This design comes from an exercise in tuning for small area, a short achievable clock period and few clock cycles per item on the open sky130 flow, not from production work. Only simulation tests tie the RTL to the original design; equivalence was not proved.

## flow/design.v (module list and top-level ports; edited modules follow where they fit)
// module matrix_mul: 3883 lines
// module g_inv: 3 lines
// module g_nand: 3 lines
// module g_nor: 3 lines
// module g_xor: 3 lines
// module g_xnor: 3 lines
// module g_aoi21b: 3 lines
// module g_oai21b: 3 lines
// module g_aoi21: 3 lines
// module g_oai21: 3 lines
// module fa: 4 lines
// module xnr: 3 lines
module matrix_mul(
    input wire clk,
    input wire reset,
    input wire start,
    input wire [8:0][7:0] matrix_a,
    input wire [8:0][7:0] matrix_b,
    output reg [8:0][15:0] result,
    output reg done
);
  // ...
==> flow/flow/run.sh <==
#!/bin/bash
# Standard ORFS layout; the only change: ports are buffered with buf_1 cells
# instead of the default delay buffers. Full tool output goes to standard.log.
bash standard.sh finish "BUFFER_PORTS_ARGS=-buffer_cell sky130_fd_sc_hd__buf_1" > standard.log 2>&1
==> flow/standard.sh <==
#!/bin/bash
# synth_recipe.tcl (not shown) runs the flow's synth.tcl, then flattens the netlist and writes it again
# the make line also repeats each setting of config.mk as NAME=value (left out here)
make -C /OpenROAD-flow-scripts/flow DESIGN_CONFIG=/design/flow/config.mk WORK_HOME=/design/flow/orfs CLKGATE_MAP_FILE= SYNTH_SCRIPT=/design/flow/synth_recipe.tcl "${@:-finish}"
==> flow/config.mk <==
export PLATFORM = sky130hd
export DESIGN_NAME = matrix_mul
export DESIGN_NICKNAME = matrix_mul
export VERILOG_FILES = /design/flow/design.v
export SDC_FILE = /design/flow/constraint.sdc
export NUM_CORES = 4
export LEC_CHECK = 0
export CAP_MARGIN = 20
export CORE_MARGIN = 2
export CORE_UTILIZATION = 40
export PLACE_DENSITY = 0.6
export SETUP_SLACK_MARGIN = 4
export SLEW_MARGIN = 20
export SYNTH_HIERARCHICAL = 1
export TNS_END_PERCENT = 5
==> flow/constraint.sdc <==
create_clock -name core_clock -period 10.0 [get_ports {clk}]
set_input_delay 2.0000 -clock core_clock [delete_from_list [all_inputs] [get_ports {clk}]]
set_output_delay 2.0000 -clock core_clock [all_outputs]
set_load 0.01 [all_outputs]
==> summary.txt, run 1 <==
Outcome
  • Status: timing/DRC/antenna clean

Synth
  • Library cells used by synthesis: 23
  • Multiplexer share of the synthesized area: 1.41%
  • Post-Syn Instances: 3210
  • Top-count cell post-synth: nand2_1
  • Synth Area in Adders: between 40% and 50%

Detailed routing
  • Max Used Layer: met5
  • Vias per Instance: roughly 5.5
  • WL/cell: about 24 um

Cells and area
  • Antenna cells: 8
  • Biggest regs: result: 144 flops, done: 1 flops, phase: 1 flops
  • Final non-clock buffer share: under 10%
  • Fillers: 7314
  • Largest Register: result
  • Clk tree area frac: under 10%
  • Fin util: a little under half

Placed design
  • Placed insts: around 4400
  • Post-DP HPWL: around 73 mm
  • Area after DPL: around 32000 um^2

Critical path
  • Max incr delay on CP: 580 ps
  • Setup CP Type: in2reg
  • Most common cell on crit path: fa_1
  • Arrival time at the worst endpoint: 6220 ps
  • Critical Path RT: around 10000 ps

Clock tree
  • Post-CTS Hold Buffers: 0
  • Root buffer cell: clkbuf_16
  • Post-CTS Resized: 76
  • Longest Clk Path Bufs: 2

Min path
  • WHS Endpoint: done
  • Hold path depth: 1

STA
  • Final Hold Viols: 0
  • Slew margin rel.: 28.2%
  • Final hold slack: ~480 ps
Testbench counts, summed over its fixed seeds: cycles 1,024, items 512.
==> run 2, diff against run 1 <==
--- a/flow/config.mk
+++ b/flow/config.mk
@@ -9,7 +9,7 @@
 export CORE_MARGIN = 2
 export CORE_UTILIZATION = 40
 export PLACE_DENSITY = 0.6
-export SETUP_SLACK_MARGIN = 4
+export SETUP_SLACK_MARGIN = 3.5
 export SLEW_MARGIN = 20
 export SYNTH_HIERARCHICAL = 1
 export TNS_END_PERCENT = 5
==> run 2 against run 1 <==
  * Highest routed layer unchanged
  * Critical path type unchanged
  * First-iteration DRC count is 13% lower
  * Count of clock-buffer cells in the layout is 2 lower
  * Global-route usage is 0.10 points lower
==> summary.txt, run 2 <==
Detailed routing
  • Post-route DRC violation count: 0
  • Vias per Instance: 5.44 (-0.89%)
  • DR iter-0 viols: between 2000 and 2500
  • Total wire length: slightly above 100 mm
  • Pre-antenna DRT Iters: 5
  • Via count: between 20000 and 25000
  • Antenna Violating Nets Remaining: 0
  • WL/cell: 22.9 um (-4.4%)

Cells and area
  • Commonest non-fill, non-tap cell in the layout: nand2_1
  • Area of the multi-input gates: 25100 um^2
  • Layout area overhead: 7.89%
  • Biggest regs: result: 144 flops, done: 1 flops, phase: 1 flops
  • Max reg flops: around 140
  • Largest Register: result
  • Share of cells above drive strength 1: 7.61%
  • Fillers: 7389 (+1.0%)
  • Final nets: 4213
  • Seq. cell area: roughly 4400 um^2
  • Commonest cells after routing, fill and taps aside: nand2_1 (1188), fa_1 (702), buf_1 (284)

Synth
  • Synth Net Count: a little over 4000
  • Ys flop type: edfxtp_1
  • Synth Cell Area: between 30000 and 40000 um^2
  • Most area-consuming cells after synthesis: fa_1 (46%), nand2_1 (15%), edfxtp_1 (14%)
  • Yosys warning total: 7
  • Mean Syn Cell Area: about 9.6 um^2
  • EDFF count, synth: 144
  • Synth area leader: fa_1
  • Register area share after synthesis: between 10% and 20%
  • Top-area cell type share of the netlist area: between 40 and 50%
  • Post-Syn Instances: 3210 (unchanged)
  • Top-count cell post-synth: nand2_1
  • Ys async rst share: between 1 and 1.5%
  • #FFs+latches synth: approximately 150
  • Top cells by count, synth: nand2_1 (1188), fa_1 (702), xor2_1 (189)
  • Library cells used by synthesis: 23 (unchanged)

Placed design
  • Post-DP HPWL: 74.0 mm (+0.75%)
  • Gp weighted congestion: 0.865
  • Dpl ws: ~2800 ps
  • Port bufs: around 290

STA
  • Pins Over Slew Limit: 0
  • Final Hold Viols: 0 (unchanged)
  • Tmin final: around 6400 ps
  • Slew margin rel.: 24.9% (-3.3 points)
  • Clk_skew: approximately 32 ps
  • PnR worst setup slack: about 3600 ps
  • Setup violations, final: 0
  • Worst Tran Pin Value: 1130 ps
  • Setup TNS: 0 ps
  • Period utilization: about 64%
  • Max Fclk: about 160 MHz
  • RSZ-0062 raised after global routing: yes

Clock tree
  • Clock latency at the later pin of the worst-skew pair: about 530 ps
  • Longest Clk Path Bufs: 2 (unchanged)
  • CTS sink count: between 100 and 150
  • Post-CTS Hold Buffers: 0 (unchanged)
  • CTS tree: done
  • Root buffer cell: clkbuf_16
  • H-tree depth: 4
  • TritonCTS buffer count: 17
  • Worst-path clk slew: 90 ps

Flow run
  • Max cap viols: 0

Floorplanning
  • Rows: ~100
  • Full die area: slightly below 80000 um^2
  • DIE WIDTH: approximately 280 um
  • IO Count: slightly below 300
  • Starting density of the core: 40.4%
  • Height of the die: approximately 280 um
  • Core area: about 76000 um^2

Global routing
  • Largest net degree at the start of global routing: just over 70
  • First-pass GRT wire length: 153 mm
  • Total gr overflow: 0
  • All-layer global routing usage: a little over a quarter
  • Antenna violations before repair: 11
  • Vias in the first global route: between 20000 and 25000

Outcome
  • Status: timing/DRC/antenna clean

Critical path
  • Arrival time at the worst endpoint: 6660 ps (+440 ps)
  • Worst setup path endpoint: result[30]
  • Origin of the critical flop-to-flop path: phase
  • R2r endpoint: result[78]
  • Worst setup SP type: primary input
  • R2R setup slack: roughly 4000 ps
  • Crit path launch: matrix_a[20]
  • Setup CP Type: in2reg
  • Worst r2r path cells: 15
  • Critical Path RT: 10280 ps (+20 ps)
  • Crit end category: flip-flop
  • Crit path max fanout: 12

Min path
  • HP Class: reg2reg
-- run 2: cell count changes in the layout (fill, tap and decap cells not counted), sizes merged --
cell and change:
buf +10, diode -7, mux2 -11, clkinvlp -6
clkinv +8, inv -1, clkdlybuf4s15 -11, bufinv +1
clkbuf -35
-- run 2: worst min-delay path by stage --
stage,start,end,cells after the start
6_report,done,done,1
5_1_grt,done,done,1
4_1_cts,done,done,1
3_5_place_dp,done,done,1
3_3_place_gp,done,done,1
2_1_floorplan,done,done,1
-- run 2: Yosys stat by module (local to each module, per instance) --
module / flip-flops and latches / copies in the design / cells inside
g_xor: 0 / 189 / 1
g_oai21b: 0 / 9 / 1
g_inv: 0 / 99 / 1
g_oai21: 0 / 90 / 1
g_nand: 0 / 216 / 1
matrix_mul: 146 / 1 / 1437
xnr: 0 / 90 / 1
g_aoi21: 0 / 144 / 1
g_nor: 0 / 162 / 1
g_xnor: 0 / 72 / 1
fa: 0 / 702 / 1
-- run 2: cells by family after synthesis --
| group | synth area share [%] |
|---|---|
| flip-flops | 14.2 |
| adder cells (fa/ha/maj) | 45.8 |
| buffers and inverters | 4.31 |
| XOR/XNOR | 10.0 |
| AO/OA/AOI/OAI | 5.82 |
| AND/OR/NAND/NOR | 18.4 |
| multiplexers | 1.41 |
-- run 2: final cells by class --
cell class	count	share of cell area [%]
Clock inverter	15	0.544
Antenna cell	1	0.00755
Sequential cell	146	13.2
Tap cell	1030	3.89
Inverter	101	1.14
Clock buffer	17	1.28
Timing Repair Buffer	322	4.15
Multi-Input combinational cell	2776	75.8
-- run 2: metrics by stage --
stage	util, %	instance area (um^2)	hold WS [ps]	instances
global placement	42.6	32400	462	4371
CTS	43.4	33000	491	4403
finish	43.6	33100	484	4408
global route	43.6	33100	509	4408
detailed placement	42.6	32400	475	4371
floorplan	-	30700	518	3210
-- run 2: what timing repair did --
action | 4_1_cts | 5_1_grt
pin swaps | 0 | 0
setup endpoints to repair | 24 | 65
resized for setup | 1 | 31
cloned | 0 | 1
buffers inserted | 0 | 2
-- run 2: critical path: stages --
cell,delay (ps)
buf_1,770
nand2_1,190
fa_1,620
fa_1,450
fa_1,410
fa_1,540
fa_1,490
nor2_1,230
a21oi_2,100
o21ai_1,390
inv_1,80
o21ai_1,140
o21bai_1,130
xnor2_1,100
-- run 2: routing by layer --
metal | vias to the layer above | track usage, % | wire length [um]
li1 | 10273 | - | -
met1 | 12286 | 35.5 | 41700
met2 | 1236 | 40.7 | 46100
met3 | 163 | 7.52 | 10600
met4 | 18 | 7.56 | 2500
met5 | - | 0 | 122
==> run 3, diff against run 2 <==
--- a/flow/config.mk
+++ b/flow/config.mk
@@ -9,7 +9,7 @@
 export CORE_MARGIN = 2
 export CORE_UTILIZATION = 40
 export PLACE_DENSITY = 0.6
-export SETUP_SLACK_MARGIN = 3.5
+export SETUP_SLACK_MARGIN = 4.5
 export SLEW_MARGIN = 20
 export SYNTH_HIERARCHICAL = 1
 export TNS_END_PERCENT = 5
==> run 3 against run 2 <==
  * Still clean on timing, DRC and antenna
  * Synthesized cell count unchanged
  * Routed wire length is 22% higher
  * Count of clock-buffer cells in the layout increased by 2
  * Worst hold slack improved by 1.3 ps
  * Global-route usage rose by 4.7 points
  * Clock skew down 15 ps
  * Area after synthesis stayed put
  * First-iteration DRC count increased by 28%
==> summary.txt, run 3 <==
Critical path
  • CP bufs+invs: 2 (unchanged)
  • CP max-delay cell: fa_1
  • Max incr delay on CP: 550 ps (-220 ps)
  • Worst setup SP type: primary input
  • Worst r2r path cells: 16 (+1)
  • Crit path max fanout: 12 (unchanged)
  • Delay-heaviest family, CP: adder cells
  • CP Cell Sequence: buf_2, mux2_4, nand2_1, fa_1, fa_1, fa_1, fa_1, fa_1, nand2_1, a21oi_2, o21ai_2, a21oi_4, buf_12, o21ai_1, xor2_1
  • Arrival time at the worst endpoint: 6090 ps (-570 ps)
  • Setup CP Type: in2reg
  • Critical Path RT: 10260 ps (-20 ps)
  • Stages on worst setup path: 15 (+1)
  • Most common cell on crit path: fa_1
  • Crit end category: flip-flop

STA
  • Setup violations, final: 0 (unchanged)
  • Worst Tran Pin Value: 925 ps (-202 ps)
  • Pins Over Slew Limit: 0 (unchanged)
  • Slew margin rel.: 38.3% (+13 points)
  • Period utilization: 58.3% (-5.4 points)
  • Final Hold Viols: 0 (unchanged)
  • Tmin final: 5830 ps (-545 ps)
  • Setup TNS: 0 ps (unchanged)
  • Max Fclk: 172 MHz (+9.3%)
  • RSZ-0062 raised after global routing: yes
  • Clk_skew: 16.5 ps (-15.1 ps)
  • PnR worst setup slack: 4170 ps (+545 ps)
  • Final hold slack: 486 ps (+1.33 ps)

Synth
  • #FFs+latches synth: 146 (unchanged)
  • Post-Syn Instances: 3210 (unchanged)
  • Synth Cell Area: 30700 um^2 (unchanged)
  • EDFF count, synth: 144 (unchanged)
  • Ys async rst share: 1.37% (unchanged)
  • Mean Syn Cell Area: 9.57 um^2 (unchanged)
  • Top-count cell post-synth: nand2_1
  • Top-area cell type share of the netlist area: 45.8% (unchanged)
  • Synth area leader: fa_1
  • Yosys warning total: 7 (unchanged)
  • Most area-consuming cells after synthesis: fa_1 (46%), nand2_1 (15%), edfxtp_1 (14%)
  • Register area share after synthesis: 14.2% (unchanged)
  • Top cells by count, synth: nand2_1 (1188), fa_1 (702), xor2_1 (189)
  • Library cells used by synthesis: 23 (unchanged)
  • Ys flop type: edfxtp_1
  • Synth Net Count: 4059 (unchanged)

Detailed routing
  • WL/cell: 26.7 um (+16%)
  • Pre-antenna DRT Iters: 6 (+1)
  • DR iter-0 viols: 2830 (+28%)
  • Via count: 26243 (+9.5%)
  • Total wire length: 123 mm (+22%)
  • Antenna Violating Nets Remaining: 0 (unchanged)
  • Vias per Instance: 5.69 (+4.6%)
  • Post-route DRC violation count: 0 (unchanged)

Clock tree
  • CTS tree: done
  • Worst-path clk slew: 70 ps (-20 ps)
  • Clock latency at the later pin of the worst-skew pair: 510 ps (-20 ps)
  • H-tree depth: 4 (unchanged)
  • Root buffer cell: clkbuf_16
  • CTS sink count: 146 (unchanged)
  • TritonCTS buffer count: 17 (unchanged)
  • Longest Clk Path Bufs: 2 (unchanged)

Global routing
  • Antenna violations before repair: 13 (+2)
  • Vias in the first global route: 26829 (+7.8%)
  • Total gr overflow: 0 (unchanged)
  • First-pass GRT wire length: 174 mm (+14%)
  • Largest net degree at the start of global routing: 71 (-1.4%)
  • All-layer global routing usage: 30.8% (+4.7 points)

Cells and area
  • Commonest non-fill, non-tap cell in the layout: nand2_1
  • Fillers: 7068 (-4.3%)
  • Max reg flops: 144 (unchanged)
  • Final instance area: 36600 um^2 (+10%)
  • Final nets: 4410 (+4.7%)
  • Commonest cells after routing, fill and taps aside: nand2_1 (1143), fa_1 (613), buf_1 (209)
  • Biggest regs: result: 144 flops, done: 1 flops, phase: 1 flops
  • Fin util: 48.1% (+4.5 points)
  • Layout area overhead: 19.1%
  • Share of cells above drive strength 1: 20.3% (+13 points)
  • Final non-filler cell total: 4612 (+4.6%)
  • Largest Register: result

Floorplanning
  • Core area: 75900 um^2 (unchanged)
  • Full die area: 79000 um^2 (unchanged)
  • Rows: 101 (unchanged)
  • Height of the die: 281 um (unchanged)
  • Starting density of the core: 40.4% (unchanged)
  • IO Count: 292 (unchanged)
  • DIE WIDTH: 281 um (unchanged)

Flow run
  • Max cap viols: 0 (unchanged)

Placed design
  • Port bufs: 291 (unchanged)
  • Gp weighted congestion: 0.878 (+1.5%)
  • Placed insts: 4385 (+0.32%)
  • Dpl ws: 2640 ps (-127 ps)
  • Post-DP HPWL: 74.1 mm (+0.12%)
  • Area after DPL: 32600 um^2 (+0.84%)

Min path
  • Hold path depth: 1 (unchanged)
  • HP Class: reg2reg

Outcome
  • Status: timing/DRC/antenna clean
run 3: cell counts after synthesis:
Identical to the previous run, type by type.
run 3: final timing paths:
path / startpoint / end / slack [ps]
worst max-delay path: matrix_b[9] / result[77] / 4170
worst min-delay path: done / done / 490
worst max register to register: phase / result[77] / 4260
worst min register to register: done / done / 490
max in group asynchronous: reset / phase / 8560
min in group asynchronous: reset / phase / 1310
run 3: per-module statistics from Yosys (local to each module, per instance):
module | flip-flops and latches | copies in the design | area [um^2] | cells
fa | 0 | 702 | 20.0 | 1
g_aoi21 | 0 | 144 | 8.76 | 1
g_inv | 0 | 99 | 3.75 | 1
g_nand | 0 | 216 | 3.75 | 1
g_nor | 0 | 162 | 3.75 | 1
g_oai21 | 0 | 90 | 5.00 | 1
g_oai21b | 0 | 9 | 7.51 | 1
g_xnor | 0 | 72 | 8.76 | 1
g_xor | 0 | 189 | 8.76 | 1
matrix_mul | 146 | 1 | 10000 | 1437
xnr | 0 | 90 | 8.76 | 1
run 3: routing by layer:
metal | wire length, um | track usage [%] | vias up
met5 | 253 | 1.38 | -
met4 | 7320 | 15.5 | 20
met3 | 19000 | 12.2 | 416
met2 | 51500 | 44.8 | 1855
met1 | 44900 | 39.6 | 13208
li1 | - | - | 10744
run 3: cells by family (layout without fill, tap and decap cells):
family / after synthesis / in the layout / share of synthesized area, %
and+or+nand+nor: 1442 / 1442 / 18.4
adders and majority gates: 702 / 702 / 45.8
xor gates and xnor gates: 351 / 351 / 10.0
buffers and inverters: 289 / 623 / 4.31
AOI/OAI and AO/OA: 244 / 244 / 5.82
DFF: 146 / 146 / 14.2
muxes: 36 / 66 / 1.41
other: 0 / 8 / 0
run 3: repair_timing:
item | CTS | global route
resized for setup | 307 | 115
hold buffers | 0 | 0
endpoints found under the setup margin | 98 | 100
gates cloned | 31 | 8
pin swaps | 135 | 72
buffers inserted | 122 | 25
run 3: final cells by class:
type	instances	area, um^2	area share [%]
tap	1030	1290	3.52
clock inverter	13	113	0.308
sequential	146	4380	12.0
timing repair buffer	490	3610	9.87
clock buffer	19	433	1.18
multi-input combinational	2805	26300	72.0
inverter	101	384	1.05
antenna	8	20.0	0.0547
run 3: worst reg2reg max path: stages (launching register included):
cell and delay, ps:
dfrtp_4 790, buf_6 590, mux2_2 470, buf_12 170
nand2_2 140, fa_1 460, fa_2 500, fa_2 370
fa_1 500, fa_1 590, nand2_2 90, a21oi_2 160
o21ai_2 90, a21oi_4 190, buf_12 150, o21ai_1 70
xor2_1 160
==> run 4, diff against run 3 <==
--- a/flow/config.mk
+++ b/flow/config.mk
@@ -7,9 +7,9 @@
 export LEC_CHECK = 0
 export CAP_MARGIN = 20
 export CORE_MARGIN = 2
-export CORE_UTILIZATION = 40
-export PLACE_DENSITY = 0.6
-export SETUP_SLACK_MARGIN = 4.5
+export CORE_UTILIZATION = 55
+export PLACE_DENSITY = 0.7
+export SETUP_SLACK_MARGIN = 4
 export SLEW_MARGIN = 20
 export SYNTH_HIERARCHICAL = 1
 export TNS_END_PERCENT = 5
==> run 4 against run 3 <==
  * Still clean on timing, DRC and antenna
  * Global-route usage rose by 4.7 points
  * Via count shrank 0.29%
  * Area after synthesis stayed put
==> summary.txt, run 4 <==
Global routing
  • Total gr overflow: 0 (unchanged)
  • First-pass GRT wire length: 152 mm (-13%)
  • All-layer global routing usage: 35.5% (+4.7 points)
  • Largest net degree at the start of global routing: 95 (+34%)
  • Vias in the first global route: 26891 (+0.23%)
  • Antenna violations before repair: 7 (-6)

Clock tree
  • TritonCTS buffer count: 17 (unchanged)
  • CTS tree: done
  • Clock latency at the later pin of the worst-skew pair: 530 ps (+20 ps)
  • CTS sink count: 146 (unchanged)
  • Post-CTS Hold Buffers: 0 (unchanged)
  • Longest Clk Path Bufs: 2 (unchanged)
  • Root buffer cell: clkbuf_16
  • H-tree depth: 4 (unchanged)
  • Worst-path clk slew: 70 ps (about the same)

Min path
  • Hold path depth: 1 (unchanged)
  • HP Class: reg2reg

Cells and area
  • Seq. cell area: 4380 um^2 (unchanged)
  • Max reg flops: 144 (unchanged)
  • Area of the multi-input gates: 25800 um^2 (-2.1%)
  • Fin util: 61.9% (+14 points)
  • Biggest regs: result: 144 flops, done: 1 flops, phase: 1 flops
  • Final non-filler cell total: 4200 (-8.9%)
  • Final nets: 4287 (-2.8%)
  • Commonest cells after routing, fill and taps aside: nand2_1 (1187), fa_1 (695), buf_1 (210)
  • Largest Register: result
  • Fillers: 4533 (-36%)
  • Share of cells above drive strength 1: 12.6% (-7.6 points)
  • Commonest non-fill, non-tap cell in the layout: nand2_1
  • Layout area overhead: 11.3%

Detailed routing
  • WL/cell: 26.5 um (-0.57%)
  • Via count: 26168 (-0.29%)
  • Post-route DRC violation count: 0 (unchanged)
  • Pre-antenna DRT Iters: 6 (unchanged)
  • Vias per Instance: 6.23 (+9.5%)
  • DR iter-0 viols: 3348 (+18%)
  • Total wire length: 111 mm (-9.5%)
  • Antenna Violating Nets Remaining: 0 (unchanged)

Flow run
  • Max cap viols: 0 (unchanged)

STA
  • Setup violations, final: 0 (unchanged)
  • Clk_skew: 24.1 ps (+7.59 ps)
  • Pins Over Slew Limit: 0 (unchanged)
  • Period utilization: 60.6% (+2.3 points)
  • PnR worst setup slack: 3940 ps (-231 ps)
  • Tmin final: 6060 ps (+231 ps)
  • RSZ-0062 raised after global routing: yes
  • Max Fclk: 165 MHz (-3.8%)
  • Setup TNS: 0 ps (unchanged)
  • Worst Tran Pin Value: 1020 ps (+93.7 ps)
  • Final Hold Viols: 0 (unchanged)
  • Slew margin rel.: 32.1% (-6.2 points)

Synth
  • Top-count cell post-synth: nand2_1
  • Ys async rst share: 1.37% (unchanged)
  • Mean Syn Cell Area: 9.57 um^2 (unchanged)
  • Compound-gate portion of the synthesized area: 5.82% (unchanged)
  • Library cells used by synthesis: 23 (unchanged)
  • Synth Area in Adders: 45.8% (unchanged)
  • EDFF count, synth: 144 (unchanged)
  • Most area-consuming cells after synthesis: fa_1 (46%), nand2_1 (15%), edfxtp_1 (14%)
  • #FFs+latches synth: 146 (unchanged)
  • Register area share after synthesis: 14.2% (unchanged)
  • Ys flop type: edfxtp_1
  • Post-Syn Instances: 3210 (unchanged)
  • Post-Synth Simple-Gate Area: 18.4% (unchanged)
  • Yosys warning total: 7 (unchanged)
  • Top cells by count, synth: nand2_1 (1188), fa_1 (702), xor2_1 (189)
  • Synth Net Count: 4059 (unchanged)
  • Synth area leader: fa_1
  • Largest family of logic cells by synthesized area: adder cells
  • Multiplexer share of the synthesized area: 1.41% (unchanged)
  • Synth Cell Area: 30700 um^2 (unchanged)
  • XOR/XNOR Fraction of Synth Area: 10.0% (unchanged)
  • Top-area cell type share of the netlist area: 45.8% (unchanged)

Placed design
  • Dpl ws: 2320 ps (-318 ps)
  • Placed insts: 4080 (-7.0%)
  • Gp weighted congestion: 0.902 (+2.8%)
  • Post-DP HPWL: 71.0 mm (-4.1%)
  • Port bufs: 291 (unchanged)

Floorplanning
  • Height of the die: 240 um (-15%)
  • Rows: 86 (-15%)
  • Core area: 55200 um^2 (-27%)
  • IO Count: 292 (unchanged)
  • Starting density of the core: 55.6% (+15 points)
  • Full die area: 57700 um^2 (-27%)
  • DIE WIDTH: 240 um (-15%)

Critical path
  • Worst setup SP type: primary input
  • Critical Path RT: 10260 ps (about the same)
  • Most common cell on crit path: fa_1
  • CP Cell Sequence: clkbuf_2, mux2_2, nand2_1, fa_1, fa_1, fa_1, fa_1, nand2_1, nand2_1, o21ai_1, a21oi_4, o21ai_1, xor2_1
  • Arrival time at the worst endpoint: 6320 ps (+230 ps)
  • Max incr delay on CP: 590 ps (+40 ps)
  • Worst r2r path cells: 15 (-1)
  • Crit path max fanout: 13 (+1)
  • Crit end category: flip-flop
  • Setup CP Type: in2reg
  • CP max-delay cell: fa_1

Outcome
  • Status: timing/DRC/antenna clean
## run 4: metal layers
metal | global-route usage, % | wire length [um] | up-vias | part of all wire (%)
li1 | - | - | 10469 | -
met2 | 55.0 | 48400 | 2150 | 44
met3 | 10.8 | 17800 | 433 | 16
met5 | 0 | 70 | - | 0.063
met1 | 46.3 | 38300 | 13106 | 34
met4 | 16.0 | 6730 | 10 | 6.0
## run 4: kinds of logic (layout without fill, tap and decap cells)
| kind of cell | after synthesis | after routing |
|---|---|---|
| and+or+nand+nor | 1442 | 1442 |
| adders and majority gates | 702 | 702 |
| xor gates and xnor gates | 351 | 351 |
| buffers and inverters | 289 | 505 |
| AOI/OAI and AO/OA | 244 | 244 |
| DFF | 146 | 146 |
| muxes | 36 | 61 |
| other | 0 | 1 |
## run 4: worst max-delay path: cells and delay by family
kind                       cells  cell delay (ps)
muxes                          1              580
AOI/OAI and AO/OA              3              990
xor gates and xnor gates       1               90
and+or+nand+nor                3              440
adders and majority gates      4             2040
buffers and inverters          1              170
## run 4: Yosys stat by module, one instance, submodules excluded, a selection
| module | flops+latches | cells | cell area [um^2] |
|---|---|---|---|
| g_oai21 | 0 | 1 | 5.00 |
| g_xor | 0 | 1 | 8.76 |
| fa | 0 | 1 | 20.0 |
| g_nor | 0 | 1 | 3.75 |
| g_inv | 0 | 1 | 3.75 |
| g_aoi21 | 0 | 1 | 8.76 |
| g_nand | 0 | 1 | 3.75 |
| xnr | 0 | 1 | 8.76 |
| matrix_mul | 146 | 1437 | 10000 |
| g_oai21b | 0 | 1 | 7.51 |
## run 4: cell type report
type	instances	share of cell area, %
clock buffer	20	1.28
timing repair buffer	372	6.12
tap	748	2.74
clock inverter	12	0.410
antenna	1	0.00733
multi-input combinational	2800	75.5
sequential	146	12.8
inverter	101	1.11
## run 4: metrics by stage
step                hold slack (ps)  instance area, um^2
floorplan                       518                30700
global placement                482                32000
detailed placement              493                32000
CTS                             507                32900
global route                    528                34200
finish                          499                34200
## run 4: timing repair
item                                    in CTS  in global routing
resized for setup                           68                159
cloned                                       4                 21
setup buffers                                0                 62
endpoints found under the setup margin      92                 73
pin swaps                                    0                 20
## run 4: worst paths after layout
path / to / startpoint / slack (ps)
worst max-delay path: result[26] / matrix_b[34] / 3940
worst min-delay path: done / done / 500
worst max register to register: result[12] / phase / 4200
worst min register to register: done / done / 500
max in group asynchronous: phase / reset / 8560
min in group asynchronous: phase / reset / 1310
==> run 5, diff against run 4 <==
==> flow/flow/run.sh (replaced) <==
#!/bin/bash
# The standard ORFS layout (the standard.sh, unchanged synthesis); the one
# change: ports are buffered with buf_1 cells instead of the default delay
# buffers. The full tool output goes to standard.log in this folder.
bash standard.sh finish "BUFFER_PORTS_ARGS=-buffer_cell sky130_fd_sc_hd__buf_1" > standard.log 2>&1
--- a/flow/config.mk
+++ b/flow/config.mk
@@ -7,8 +7,8 @@
 export LEC_CHECK = 0
 export CAP_MARGIN = 20
 export CORE_MARGIN = 2
-export CORE_UTILIZATION = 55
-export PLACE_DENSITY = 0.7
+export CORE_UTILIZATION = 40
+export PLACE_DENSITY = 0.6
 export SETUP_SLACK_MARGIN = 4
 export SLEW_MARGIN = 20
 export SYNTH_HIERARCHICAL = 1
==> run 5 against run 4 <==
  * Routed wire length down 4.0%
  * Largest cell class unchanged
  * Still clean on timing, DRC and antenna
  * Final cell count up 6.2%
  * Critical endpoint is now result[75]
  * Sequential share of layout area about the same
==> summary.txt, run 5 <==
Clock tree
  • Clock latency at the later pin of the worst-skew pair: 520 ps (about the same)
  • Root buffer cell: clkbuf_16
  • Post-CTS Hold Buffers: 0 (unchanged)
  • CTS tree: done
  • TritonCTS buffer count: 17 (unchanged)
  • CTS sink count: 146 (unchanged)
  • H-tree depth: 4 (unchanged)
  • Worst-path clk slew: 70 ps (about the same)
  • Longest Clk Path Bufs: 2 (unchanged)

Floorplanning
  • Starting density of the core: 40.4% (-15 points)
  • Full die area: 79000 um^2 (+37%)
  • Height of the die: 281 um (+17%)
  • IO Count: 292 (unchanged)
  • Core area: 75900 um^2 (+38%)
  • DIE WIDTH: 281 um (+17%)
  • Rows: 101 (+17%)

STA
  • Worst Tran Pin Value: 1080 ps (+58.7 ps)
  • Tmin final: 5960 ps (-97.9 ps)
  • Pins Over Slew Limit: 0 (unchanged)
  • Period utilization: 59.6% (-0.98 points)
  • Max Fclk: 168 MHz (+1.6%)
  • Setup TNS: 0 ps (unchanged)
  • Final Hold Viols: 0 (unchanged)
  • RSZ-0062 raised after global routing: yes
  • Setup violations, final: 0 (unchanged)
  • Clk_skew: 15.2 ps (-8.92 ps)
  • Slew margin rel.: 28.2% (-3.9 points)

Critical path
  • Worst r2r path cells: 15 (unchanged)
  • Crit end category: flip-flop
  • Setup CP Type: in2reg
  • Critical Path RT: 10260 ps (about the same)
  • Arrival time at the worst endpoint: 6220 ps (-100 ps)
  • Worst setup SP type: primary input
  • Crit path max fanout: 9 (-4)

Cells and area
  • Fin util: 45.1% (-17 points)
  • Share of cells above drive strength 1: 11.2% (-1.4 points)
  • Max reg flops: 144 (unchanged)
  • Largest Register: result
  • Commonest cells after routing, fill and taps aside: nand2_1 (1188), fa_1 (698), buf_1 (232)
  • Biggest regs: result: 144 flops, done: 1 flops, phase: 1 flops
  • Final nets: 4258 (-0.68%)
  • Commonest non-fill, non-tap cell in the layout: nand2_1
  • Layout area overhead: 11.4%
  • Final instance area: 34200 um^2 (+0.17%)

Detailed routing
  • Antenna Violating Nets Remaining: 0 (unchanged)
  • DR iter-0 viols: 2523 (-25%)
  • WL/cell: 24.0 um (-9.6%)
  • Total wire length: 107 mm (-4.0%)
  • Via count: 24477 (-6.5%)
  • Vias per Instance: 5.49 (-12%)
  • Post-route DRC violation count: 0 (unchanged)
  • Pre-antenna DRT Iters: 7 (+1)

Global routing
  • Total gr overflow: 0 (unchanged)
  • All-layer global routing usage: 26.2% (-9.3 points)
  • Vias in the first global route: 24737 (-8.0%)
  • Largest net degree at the start of global routing: 93 (-2.1%)
  • First-pass GRT wire length: 152 mm (about the same)
  • Antenna violations before repair: 14 (+7)

Synth
  • Top cells by count, synth: nand2_1 (1188), fa_1 (702), xor2_1 (189)
  • Synth Cell Area: 30700 um^2 (unchanged)
  • Synth Net Count: 4059 (unchanged)
  • #FFs+latches synth: 146 (unchanged)
  • Library cells used by synthesis: 23 (unchanged)
  • Mean Syn Cell Area: 9.57 um^2 (unchanged)
  • Ys async rst share: 1.37% (unchanged)
  • Most area-consuming cells after synthesis: fa_1 (46%), nand2_1 (15%), edfxtp_1 (14%)
  • EDFF count, synth: 144 (unchanged)
  • Synth area leader: fa_1
  • Yosys warning total: 7 (unchanged)
  • Top-count cell post-synth: nand2_1
  • Ys flop type: edfxtp_1
  • Register area share after synthesis: 14.2% (unchanged)
  • Top-area cell type share of the netlist area: 45.8% (unchanged)
  • Post-Syn Instances: 3210 (unchanged)

Outcome
  • Status: timing/DRC/antenna clean

Flow run
  • Max cap viols: 0 (unchanged)

Placed design
  • Area after DPL: 32400 um^2 (+1.4%)
  • Gp weighted congestion: 0.877 (-2.8%)
  • Post-DP HPWL: 73.4 mm (+3.4%)
  • Port bufs: 291 (unchanged)

Min path
  • HP Class: reg2reg
  • Hold path depth: 1 (unchanged)
==> run 5: cell counts after synthesis <==
No cell type changed its count.
==> run 5: final timing paths <==
kind                                    from          to  slack [ps]
worst max-delay path            matrix_b[13]  result[75]        4040
worst min-delay path                    done        done         480
worst max register to register         phase  result[11]        4210
worst min register to register          done        done         480
max in group asynchronous              reset       phase        8560
min in group asynchronous              reset       phase        1300
==> run 5: modules after synthesis (local to each module, per instance) <==
module,flip-flops and latches,copies in the design,cell area (um^2),cells
matrix_mul,146,1,10000,1437
g_oai21,0,90,5.00,1
fa,0,702,20.0,1
g_oai21b,0,9,7.51,1
g_inv,0,99,3.75,1
g_xor,0,189,8.76,1
g_aoi21,0,144,8.76,1
g_nor,0,162,3.75,1
g_nand,0,216,3.75,1
g_xnor,0,72,8.76,1
xnr,0,90,8.76,1
==> run 5: what timing repair did <==
| item | in CTS | in global routing |
|---|---|---|
| gates resized for setup | 76 | 115 |
| pin swaps | 0 | 12 |
| cloned | 4 | 8 |
| setup endpoints to repair | 93 | 73 |
| setup buffers | 2 | 31 |
==> run 5: routing by layer <==
layer  vias to the layer above  part of all wire, %  track usage, %
met2                      1431                   46            40.8
met3                       163                   12            7.94
li1                      10368                    -               -
met5                         -                0.066               0
met4                        12                  2.6            8.62
met1                     12503                   40            34.9
==> run 5: final cells by class <==
class	instances	area, um^2
Fill cell	7314	41700
Multi-Input combinational cell	2787	25600
Sequential cell	146	4380
Timing Repair Buffer	356	1930
Tap cell	1030	1290
Clock buffer	19	433
Inverter	101	379
Clock inverter	13	151
Antenna cell	8	20.0
==> run 5: per-stage QoR <==
stage          hold WS [ps]  setup slack, ps  cells
4_1_cts                 487             3930   4413
6_report                483             4040   4460
3_3_place_gp            462             2200   4375
5_1_grt                 502             3950   4456
3_5_place_dp            470             2320   4375
2_1_floorplan           518             3960   3210
==> run 5: logic make-up after synthesis <==
| group | count (synthesis) | share of synthesized area, % |
|---|---|---|
| simple gates | 1442 | 18.4 |
| fa+ha+maj | 702 | 45.8 |
| xor+xnor | 351 | 10.0 |
| buf+inv | 289 | 4.31 |
| compound gates | 244 | 5.82 |
| flops | 146 | 14.2 |
| mux | 36 | 1.41 |
==> run 5: worst max-delay path, stage by stage <==
cell      delay, ps
clkbuf_2        180
mux2_4          270
buf_12          170
nand2_1          80
fa_1            580
fa_1            460
fa_1            400
fa_1            460
fa_1            550
nand2_1         100
a21oi_2         190
o21ai_1         120
a21oi_4         310
o21ai_1         150
xor2_1          180

-- separate check: timing with driven ports --
Ports are ideal in the flow. The routed layouts listed here were re-timed in OpenROAD.
Step 1, drivers: a clkbuf_16 drives clk and a buf_2 each remaining input, both assumed.
Step 2 adds t to the input delays and takes it off the output delays; t is the mean of the earliest and latest rising clock arrival at the registers after step 1. Input paths then give back, and output paths get back, about the clock's delay inside the block.
a / b / c = ideal / step 1 / step 2; a / b = the first two.
| run | shift t [ns] | slack for setup (ns) | worst data-port slew with drivers (ns) |
|---|---|---|---|
| run 1 | 0.577 | 4.038 / 4.026 / 3.448 | 0.11 |
| run 2 | 0.573 | 3.627 / 3.641 / 3.068 | 0.12 |
| run 3 | 0.568 | 4.171 / 4.203 / 3.635 | 0.09 |
| run 4 | 0.581 | 3.940 / 3.978 / 3.397 | 0.06 |
| run 5 | 0.577 | 4.038 / 4.026 / 3.448 | 0.11 |
After both steps setup and hold are still met in every run listed.
